Background: an optimization exercise with open tools, aiming at small area, a short achievable clock period and few clock cycles. Do not read the settings as production practice. RTL that was checked went through simulation tests only; none was proved equivalent to the original. The flow treats the clock pin as an ideal source, which a real chip does not have. Power is estimated from default activity; no workload was simulated.

==> flow/design.v <==
`timescale 1ns / 1ps
module Top(
    input clk,
    input rst,
    output [8:0] imem_addr,
    input  [8:0] imem_data,
    output [17:0] dmem_addr,
    input  [8:0]  dmem_rdata,
    output        dmem_we,
    output [8:0]  dmem_wdata,
    output        done
);
localparam DS = 2;             
localparam DN = 18 / DS;       
localparam O_LDACR = 4'd0, O_LOAD = 4'd1, O_STORER = 4'd2, O_STACR = 4'd3,
           O_ADD = 4'd4, O_SUB = 4'd5, O_MUL = 4'd6, O_DIV = 4'd7,
           O_IMM = 4'd8, O_MULR = 4'd9, O_LDAC = 4'd10;
localparam C_NOP = 3'd0, C_INC = 3'd1, C_DEC = 3'd2, C_EXIT = 3'd3,
           C_JLSB = 3'd4, C_JNLSB = 3'd5, C_JNNEG = 3'd6, C_MULTI = 3'd7;
reg        rq;                 
reg [8:0]  pc, iw;
reg [1:0]  k;
reg [3:0]  op;
reg [17:0] ac, mar;
reg        c0, c17;            
reg        we, dn;
reg        ld;                 
reg        dvb;                
reg        mlb;                
reg [4:0]  cnt;
reg [17:0] r1, r2, r3, r4, r5, r6, r7, r8;
assign imem_addr  = pc;
assign dmem_addr  = mar;
assign dmem_we    = we;
assign dmem_wdata = ac[8:0];
assign done       = dn;
wire [5:0] oc = iw[6:1];
wire o_ldac  = (oc == 6'd2),  o_ldacr = (oc == 6'd5),  o_load = (oc == 6'd9);
wire o_stor  = (oc == 6'd11), o_stacr = (oc == 6'd12);
wire o_inc1  = (oc == 6'd15), o_inc2  = (oc == 6'd16), o_inc3 = (oc == 6'd17);
wire o_dec1  = (oc == 6'd18), o_dec2  = (oc == 6'd19), o_dec3 = (oc == 6'd20);
wire o_add   = (oc == 6'd21), o_sub   = (oc == 6'd23), o_mul  = (oc == 6'd25);
wire o_div   = (oc == 6'd26), o_imm   = (oc == 6'd28), o_mulr = (oc == 6'd29);
wire o_jlsb  = (oc == 6'd31), o_jnlsb = (oc == 6'd33), o_jnneg = (oc == 6'd35);
wire o_exit  = (oc == 6'd37);
wire o_multi = o_ldac | o_ldacr | o_load | o_stor | o_stacr | o_add | o_sub |
               o_mul | o_div | o_imm | o_mulr;
wire o_inc   = o_inc1 | o_inc2 | o_inc3;
wire o_dec   = o_dec1 | o_dec2 | o_dec3;
wire [2:0] c1 = o_multi ? C_MULTI : o_inc ? C_INC : o_dec ? C_DEC :
                o_exit ? C_EXIT : o_jlsb ? C_JLSB : o_jnlsb ? C_JNLSB :
                o_jnneg ? C_JNNEG : C_NOP;
wire [1:0] n1 = {o_inc2 | o_inc3 | o_dec2 | o_dec3, o_inc1 | o_inc3 | o_dec1 | o_dec3};
wire [3:0] mc = o_ldac ? O_LDAC : o_ldacr ? O_LDACR : o_load ? O_LOAD :
                o_stor ? O_STORER : o_stacr ? O_STACR : o_add ? O_ADD :
                o_sub ? O_SUB : o_mul ? O_MUL : o_div ? O_DIV :
                o_imm ? O_IMM : O_MULR;
wire [7:0]  rsel = 8'd1 << iw[2:0];
wire [17:0] rd = ({18{rsel[0]}} & r8) | ({18{rsel[1]}} & r1) |
                 ({18{rsel[2]}} & r2) | ({18{rsel[3]}} & r3) |
                 ({18{rsel[4]}} & r4) | ({18{rsel[5]}} & r5) |
                 ({18{rsel[6]}} & r6) | ({18{rsel[7]}} & r7);
wire busy  = ld | dvb;                     
wire k1x   = (k == 2'd1) && (c1 != C_MULTI);
wire needx = k1x || (k == 2'd2) || (k == 2'd3);
wire isj   = (k == 2'd1) && (c1 == C_JLSB || c1 == C_JNLSB || c1 == C_JNNEG);
wire jt    = (c1 == C_JLSB)  ? ~c0 :
             (c1 == C_JNLSB) ?  c0 : ~c17;
wire x1    = k1x && !busy;                        
wire x2    = (k == 2'd2) && !busy && !mlb;         
wire x3    = (k == 2'd3) && !busy;                 
wire ismul = (op == O_MUL) || (op == O_MULR);
wire        mfirst = x2 && ismul;
wire        mact   = mfirst || mlb;
wire        mulr   = (op == O_MULR);
wire [8:0]  ish    = iw >> cnt;
wire        mbit   = mulr ? rd[cnt] : ish[0];
wire [1:0]  mg0    = mulr ? rd[1:0] : iw[1:0];
wire        mlast  = mulr ? (mlb && cnt == 5'd17) :
                     mlb ? (ish[8:1] == 8'd0) : (iw[8:2] == 7'd0);
wire        sub = (k == 2'd1) ? (c1 == C_DEC) : (op == O_SUB && !mlb);
wire        xz  = mlb ? 1'b0 :
                  (k == 2'd1) ? 1'b0 :
                  (op == O_LOAD || op == O_IMM || op == O_STACR ||
                   op == O_LDACR || (op == O_LDAC && k == 2'd2)) ? 1'b1 :
                  ismul ? ~mg0[0] : 1'b0;
reg  [17:0] addy;
always @* begin
    if (mlb)                    addy = mbit ? mar : 18'd0;
    else if (k == 2'd1)         addy = {16'd0, n1};
    else case (op)
        O_ADD, O_SUB, O_LOAD, O_STACR, O_LDACR: addy = rd;
        O_IMM:                  addy = {9'd0, iw};
        O_LDAC:                 addy = (k == 2'd2) ? {9'd0, iw} : {iw, 9'd0};
        O_MUL, O_MULR:          addy = mg0[1] ? {ac[16:0], 1'b0} : 18'd0;
        default:                addy = 18'd0;         
    endcase
end
wire [17:0] addx = xz ? 18'd0 : ac;
wire [17:0] sum  = addx + (sub ? ~addy : addy) + {17'd0, sub};
wire        dfirst = x2 && (op == O_DIV);
wire [8:0]  dv     = dvb ? mar[8:0] : iw;
wire        dz12   = (ac[17:6] == 12'd0);
wire        dz6    = (ac[17:12] == 6'd0);
wire [17:0] dskip  = dz12 ? {ac[5:0], 12'd0} : dz6 ? {ac[11:0], 6'd0} : ac;
wire [4:0]  dcnt0  = dz12 ? 5'd1 + 12 / DS : dz6 ? 5'd1 + 6 / DS : 5'd1;
reg  [8:0]  drem;
reg  [17:0] dq;
reg  [9:0]  dt;
reg  [10:0] dd;
integer i;
always @* begin
    drem = dvb ? mar[17:9] : 9'd0;
    dq   = dvb ? ac : dskip;
    for (i = 0; i < DS; i = i + 1) begin
        dt = {drem, dq[17]};
        dd = {1'b0, dt} - {2'b00, dv};         
        drem = dd[10] ? dt[8:0] : dd[8:0];
        dq   = {dq[16:0], ~dd[10]};
    end
end
wire dlast = dvb ? (cnt == DN - 1) : (dz12 && DN == 12 / DS + 1);
wire halt = (k == 2'd1) && (c1 == C_EXIT);
wire adv  = !(needx && busy) && !halt && !(mact && !mlast);
wire [17:0] rwd = ac;
wire        rwr = x2 && (op == O_STORER);
always @(posedge clk) begin
    if (rq || (rwr && iw[2:0] == 3'd1)) r1 <= rwd;
    if (rq || (rwr && iw[2:0] == 3'd2)) r2 <= rwd;
    if (rq || (rwr && iw[2:0] == 3'd3)) r3 <= rwd;
    if (rq || (rwr && iw[2:0] == 3'd4)) r4 <= rwd;
    if (rq || (rwr && iw[2:0] == 3'd5)) r5 <= rwd;
    if (rq || (rwr && iw[2:0] == 3'd6)) r6 <= rwd;
    if (rq || (rwr && iw[2:0] == 3'd7)) r7 <= rwd;
    if (rq || (rwr && iw[2:0] == 3'd0)) r8 <= rwd;
end
always @(posedge clk) begin
    rq <= rst;
    if (rq) begin
        pc <= 9'd0; k <= 2'd0;
        ac <= 18'd0; c0 <= 1'b0; c17 <= 1'b0;
        we <= 1'b0; dn <= 1'b0; ld <= 1'b0;
        dvb <= 1'b0; mlb <= 1'b0; cnt <= 5'd0;
    end else begin
        we <= 1'b0;
        ld <= 1'b0;
        if (adv) begin
            iw <= imem_data;
            if (isj) begin
                pc <= jt ? imem_data : pc + 9'd1;
                k  <= 2'd0;
            end else begin
                pc <= pc + 9'd1;
                if (k == 2'd1 && c1 == C_MULTI) begin
                    k  <= 2'd2;
                    op <= mc;
                end else if (k == 2'd2 && op == O_LDAC)
                    k <= 2'd3;
                else
                    k <= 2'd1;
            end
        end
        if (x1) begin
            if (c1 == C_INC || c1 == C_DEC) begin
                ac <= sum; c0 <= sum[0]; c17 <= sum[17];
            end
            if (c1 == C_EXIT) dn <= 1'b1;
        end
        if (x2) begin
            case (op)
                O_LOAD, O_ADD, O_SUB, O_IMM, O_MUL, O_MULR:
                          begin ac <= sum; c0 <= sum[0]; c17 <= sum[17]; end
                O_STORER: begin c0 <= sum[0]; c17 <= sum[17]; end
                O_STACR:  begin mar <= sum; we <= 1'b1; c0 <= sum[0]; c17 <= sum[17]; end
                O_LDACR:  begin mar <= sum; ld <= 1'b1; end
                O_LDAC:   ac <= sum;           
                default: ;
            endcase
        end
        if (x3) begin                      
            mar <= sum;
            ld <= 1'b1;
        end
        if (ld) begin
            ac <= {9'd0, dmem_rdata}; c0 <= dmem_rdata[0]; c17 <= 1'b0;
        end
        if (mlb) begin
            ac <= sum; c0 <= sum[0]; c17 <= sum[17];
        end
        if (mact) begin
            if (mlast) begin
                mlb <= 1'b0; cnt <= 5'd0;
            end else begin
                mar <= mlb ? {mar[16:0], 1'b0} : {ac[15:0], 2'b00};
                mlb <= 1'b1; cnt <= mlb ? cnt + 5'd1 : 5'd2;
            end
        end
        if (dfirst || dvb) begin
            ac <= dq;
            if (dlast) begin
                c0 <= dq[0]; c17 <= dq[17];
                dvb <= 1'b0; cnt <= 5'd0;
            end else begin
                mar <= {drem, dv};
                dvb <= 1'b1; cnt <= dvb ? cnt + 5'd1 : dcnt0;
            end
        end
    end
end
endmodule
Settings: LEC_CHECK=0, CAP_MARGIN=20, CORE_MARGIN=2, CORE_UTILIZATION=40, SLEW_MARGIN=20; clock period 74.0 ns.
standard.sh (not shown) runs the stock make flow with config.mk's settings and CLKGATE_MAP_FILE= SYNTH_SCRIPT=/design/flow/synth_recipe.tcl, a recipe that flattens the netlist after the stock synthesis.
==> flow/flow/run.sh <==
#!/bin/bash
# The standard layout (standard.sh) with these changes:
#  - synthesis: flow/synth.tcl, the standard synthesis script with ABC mapping
#    the combinational logic for area (flow/abc_area.script); adders are left
#    to ABC (no full/half adder cell mapping, no Kogge-Stone carry trees),
#  - the port buffers are buf_2 cells,
#  - after CTS, flow/outputs.tcl makes the registers that drive output ports
#    faster (larger drive strength, or internal loads moved behind a buffer),
#  - optional clock tree settings from flow/cts.env.
# The make output goes to flow.log; ORFS keeps each step's log in orfs/logs.
set -euo pipefail
here=$(pwd)
export MY_ABC_SCRIPT="$here/flow/abc_area.script"
export ADDER_MAP_FILE=
export SYNTH_OPERATIONS_ARGS="-nofsm"
export BUFFER_PORTS_ARGS="-buffer_cell sky130_fd_sc_hd__buf_2"
export POST_CTS_TCL="$here/flow/outputs.tcl"
if [[ -f flow/cts.env ]]; then source flow/cts.env; fi
sed "s#SYNTH_SCRIPT=[^ ]*#SYNTH_SCRIPT=$here/flow/synth.tcl#" standard.sh > own.sh
bash own.sh > flow.log 2>&1
==> flow/flow/outputs.tcl <==
# Registers that drive output ports: upsize them where the cell has a larger
# drive strength; otherwise move their internal loads behind a buffer so that
# the register only drives its output buffer and that one buffer.
set block [ord::get_db_block]
set n_sized 0
set n_buf 0
foreach bterm [$block getBTerms] {
  if {[$bterm getIoType] != "OUTPUT"} { continue }
  set pnet [$bterm getNet]
  set obuf ""
  foreach it [$pnet getITerms] {
    if {[$it isOutputSignal]} { set obuf [$it getInst] }
  }
  if {$obuf == ""} { continue }
  set in_it [$obuf findITerm A]
  set net [$in_it getNet]
  set drv ""
  foreach it [$net getITerms] {
    if {[$it isOutputSignal]} { set drv [$it getInst] }
  }
  if {$drv == ""} { continue }
  set m [[$drv getMaster] getName]
  if {![string match "*df*" $m]} { continue }
  if {$m == "sky130_fd_sc_hd__dfxtp_1" || $m == "sky130_fd_sc_hd__dfxtp_2"} {
    replace_cell [$drv getName] sky130_fd_sc_hd__dfxtp_4
    incr n_sized
    continue
  }
  set loads {}
  foreach it [$net getITerms] {
    if {[$it isInputSignal] && [$it getInst] != $obuf} {
      lappend loads [get_pins "[[$it getInst] getName]/[[$it getMTerm] getName]"]
    }
  }
  if {[llength $loads] >= 2} {
    insert_buffer -buffer_cell sky130_fd_sc_hd__buf_2 -net [get_nets [$net getName]] -load_pins $loads
    incr n_buf
  }
}
puts "outputs.tcl: $n_sized registers upsized, $n_buf buffers inserted"
detailed_placement
check_placement -verbose
Other scripts of this flow, unchanged in this note and not shown: flow/flow/abc_area.script, flow/flow/cts.env, flow/flow/synth.tcl
The baseline went through all stages and came out clean.
Rerun with:
==> flow/flow/outputs.tcl (replaced) <==
# Registers that drive output ports: connect each port's output buffer
# directly to its register (past any buffers the resizer put in between),
# then upsize the register where the cell has a larger drive strength, or
# else move its other loads behind one buffer so that the register only
# drives its output buffer and that buffer.
set block [ord::get_db_block]
set n_sized 0
set n_buf 0
set n_moved 0
proc driver_of {net} {
  foreach it [$net getITerms] {
    if {[$it isOutputSignal]} { return $it }
  }
  return ""
}
foreach bterm [$block getBTerms] {
  if {[$bterm getIoType] != "OUTPUT"} { continue }
  set pnet [$bterm getNet]
  set od [driver_of $pnet]
  if {$od == ""} { continue }
  set obuf [$od getInst]
  set in_it [$obuf findITerm A]
  set net [$in_it getNet]
  # walk back through plain buffers to the register
  set d [driver_of $net]
  while {$d != "" && [string match "sky130_fd_sc_hd__buf_*" [[[$d getInst] getMaster] getName]]} {
    set net [[[$d getInst] findITerm A] getNet]
    set d [driver_of $net]
  }
  if {$d == ""} { continue }
  set drv [$d getInst]
  set m [[$drv getMaster] getName]
  if {![string match "*df*" $m]} { continue }
  if {[$in_it getNet] != $net} {
    $in_it disconnect
    $in_it connect $net
    incr n_moved
  }
  if {$m == "sky130_fd_sc_hd__dfxtp_1" || $m == "sky130_fd_sc_hd__dfxtp_2"} {
    replace_cell [$drv getName] sky130_fd_sc_hd__dfxtp_4
    incr n_sized
    continue
  }
  set loads {}
  foreach it [$net getITerms] {
    if {[$it isInputSignal] && [$it getInst] != $obuf} {
      lappend loads [get_pins "[[$it getInst] getName]/[[$it getMTerm] getName]"]
    }
  }
  if {[llength $loads] >= 2} {
    insert_buffer -buffer_cell sky130_fd_sc_hd__buf_2 -net [get_nets [$net getName]] -load_pins $loads
    incr n_buf
  }
}
puts "outputs.tcl: $n_moved output buffers moved to their register, $n_sized registers upsized, $n_buf buffers inserted"
detailed_placement
check_placement -verbose
CORE_UTILIZATION = 55   (was 40)
Outcome: Total power falls by 0.33%; sequential share of layout area rises by 0.68 points; hold slack is better by 0.013 ns; wire length falls by about 6%; die area falls by about 27%; global-route usage rises by 8.0 points.
Rerun with:
CORE_UTILIZATION = 40   (was 55)
Effect: Area after synthesis does not change. Synthesized cell count does not change. Global-route usage went down by 7.9 points. Clock skew went down by 0.0042 ns. Worst hold slack got worse by 0.014 ns. Core utilization went down by 17 points. Combinational power went up slightly. Final cell count went up by a little under a tenth.
No run of this note included a check of the RTL's function; only the layout flow was run.


## job 2827
Top, a different RTL version from the one above (not shown whole).
Size: roughly 1,500 cells after synthesis, roughly 58 I/O pins.
Settings: LEC_CHECK=0, CAP_MARGIN=20, CORE_MARGIN=2, CORE_UTILIZATION=40, SLEW_MARGIN=20; clock period 74.0 ns.
==> flow/flow/run.sh <==
#!/bin/bash
# Standard layout, with stronger port buffers than the default choice.
set -euo pipefail
export BUFFER_PORTS_ARGS="-buffer_cell sky130_fd_sc_hd__buf_2"
bash standard.sh > standard.log 2>&1
Testbench counts of job 2827, summed over its fixed seeds: cycles 157,379.
Relative to job 2827, the following input files were edited for job 8443:
==> flow/run.sh (new file) <==
#!/bin/bash
# synth_recipe.tcl (not shown) runs the flow's synth.tcl, then flattens the netlist and writes it again
# the make line also repeats each setting of config.mk as NAME=value (left out here)
make -C /OpenROAD-flow-scripts/flow DESIGN_CONFIG=/design/flow/config.mk WORK_HOME=/design/flow/orfs CLKGATE_MAP_FILE= SYNTH_SCRIPT=/design/flow/synth_recipe.tcl finish
removed: flow/flow/run.sh
removed: flow/standard.sh
### Flow results
Result: PASS for each of job 2827 and job 8443. Higher worst hold slack among job 2827 and job 8443: job 8443. ~same total wire length after detailed routing in job 2827 and job 8443. Post-route worst setup slack delta (job 8443 − job 2827): unfavourable. The power of job 8443 was inferior to that of job 2827. Against job 2827, net switching power figure in job 8443 fell by a few percent. Compared job 8443 against job 2827; combinational fraction of design power within noise. Job 2827 has a lower clock period minus worst slack than job 8443. Worst slew margin relative to its limit deteriorates in job 8443 relative to job 2827. Between job 2827 and job 8443, the flow reports total met3 wirelength after detailed routing increasing by a little under 10%.
Relative to job 8443, the following input files were edited for job 1324:
==> flow/flow/run.sh (new file) <==
#!/bin/bash
# The standard layout (the standard.sh) with three changes:
#  - the port buffers are buf_2 cells,
#  - after CTS, outputs.tcl makes the registers that drive output ports faster
#    (larger drive strength, internal loads moved behind a buffer),
#  - the clock tree uses larger sink clusters (fewer levels).
set -euo pipefail
here=$(pwd)
export BUFFER_PORTS_ARGS="-buffer_cell sky130_fd_sc_hd__buf_2"
export POST_CTS_TCL="$here/flow/outputs.tcl"
bash standard.sh > standard.log 2>&1
==> flow/flow/outputs.tcl (new file) <==
# Registers that drive output ports: upsize them where the cell has a larger
# drive strength, and move their internal loads behind a buffer so that each
# register only drives its output buffer and that one buffer.
set block [ord::get_db_block]
set n_sized 0
set n_buf 0
foreach bterm [$block getBTerms] {
  if {[$bterm getIoType] != "OUTPUT"} { continue }
  set pnet [$bterm getNet]
  set obuf ""
  foreach it [$pnet getITerms] {
    if {[$it isOutputSignal]} { set obuf [$it getInst] }
  }
  if {$obuf == ""} { continue }
  set in_it [$obuf findITerm A]
  set net [$in_it getNet]
  set drv ""
  foreach it [$net getITerms] {
    if {[$it isOutputSignal]} { set drv [$it getInst] }
  }
  if {$drv == ""} { continue }
  set m [[$drv getMaster] getName]
  if {![string match "*df*" $m]} { continue }
  if {$m == "sky130_fd_sc_hd__dfxtp_1" || $m == "sky130_fd_sc_hd__dfxtp_2"} {
    replace_cell [$drv getName] sky130_fd_sc_hd__dfxtp_4
    incr n_sized
  }
  set loads {}
  foreach it [$net getITerms] {
    if {[$it isInputSignal] && [$it getInst] != $obuf} {
      lappend loads [get_pins "[[$it getInst] getName]/[[$it getMTerm] getName]"]
    }
  }
  if {[llength $loads] >= 2} {
    insert_buffer -buffer_cell sky130_fd_sc_hd__buf_2 -net [get_nets [$net getName]] -load_pins $loads
    incr n_buf
  }
}
puts "outputs.tcl: $n_sized registers upsized, $n_buf buffers inserted"
detailed_placement
check_placement -verbose
==> flow/standard.sh (new file) <==
#!/bin/bash
# synth_recipe.tcl (not shown) runs the flow's synth.tcl, then flattens the netlist and writes it again
# the make line also repeats each setting of config.mk as NAME=value (left out here)
make -C /OpenROAD-flow-scripts/flow DESIGN_CONFIG=/design/flow/config.mk WORK_HOME=/design/flow/orfs CLKGATE_MAP_FILE= SYNTH_SCRIPT=/design/flow/synth_recipe.tcl "${@:-finish}"
removed: flow/run.sh
Results
For job 1324 and job 8443, there was not a single run that failed to finish clean. Delta(final RePlAce weighted congestion, job 1324 - job 8443) > 0. On job 1324: routed wire length is 2.1% higher than what job 8443 gave. Worst hold slack was higher in job 8443 than in job 1324.

-- static timing again, ports no longer ideal --
The results above use ideal ports. As a check the final layouts listed here were re-extracted and re-timed, cells and wires unchanged.
Step 1 (the two cells are an assumption about what drives the block):
set clk [get_ports {clk}]
set_driving_cell -lib_cell sky130_fd_sc_hd__clkbuf_16 $clk
set_driving_cell -lib_cell sky130_fd_sc_hd__buf_2 [delete_from_list [all_inputs] $clk]
Step 2 moves the port delays by t, midway between the first and last clock arrival at a register: inputs arrive t later, outputs are due t later. That takes back most of the time a late clock gives input paths.
Slacks: no drivers / after step 1 / after step 2; pairs: no drivers / after step 1.
| run | t (ns) | slack for setup (ns) | slew at the worst register clock pin (ns) | worst slew at a driven data input, ns |
|---|---|---|---|---|
| the first run of note 1 | 0.526 | 57.964 / 57.908 / 58.341 | 0.11 / 0.11 | 0.04 |
| the second run of note 1 | 0.518 | 58.075 / 58.026 / 58.361 | 0.10 / 0.10 | 0.03 |
| the third run of note 1 | 0.526 | 58.037 / 57.982 / 58.344 | 0.11 / 0.11 | 0.04 |
| job 2827 | 0.594 | 57.825 / 57.772 / 58.366 | 0.06 / 0.06 | 0.05 |
| job 8443 | 0.601 | 57.372 / 57.316 / 57.917 | 0.06 / 0.06 | 0.04 |
| job 1324 | 0.595 | 58.006 / 57.953 / 58.409 | 0.06 / 0.06 | 0.05 |
After both steps setup and hold are still met in every run listed.
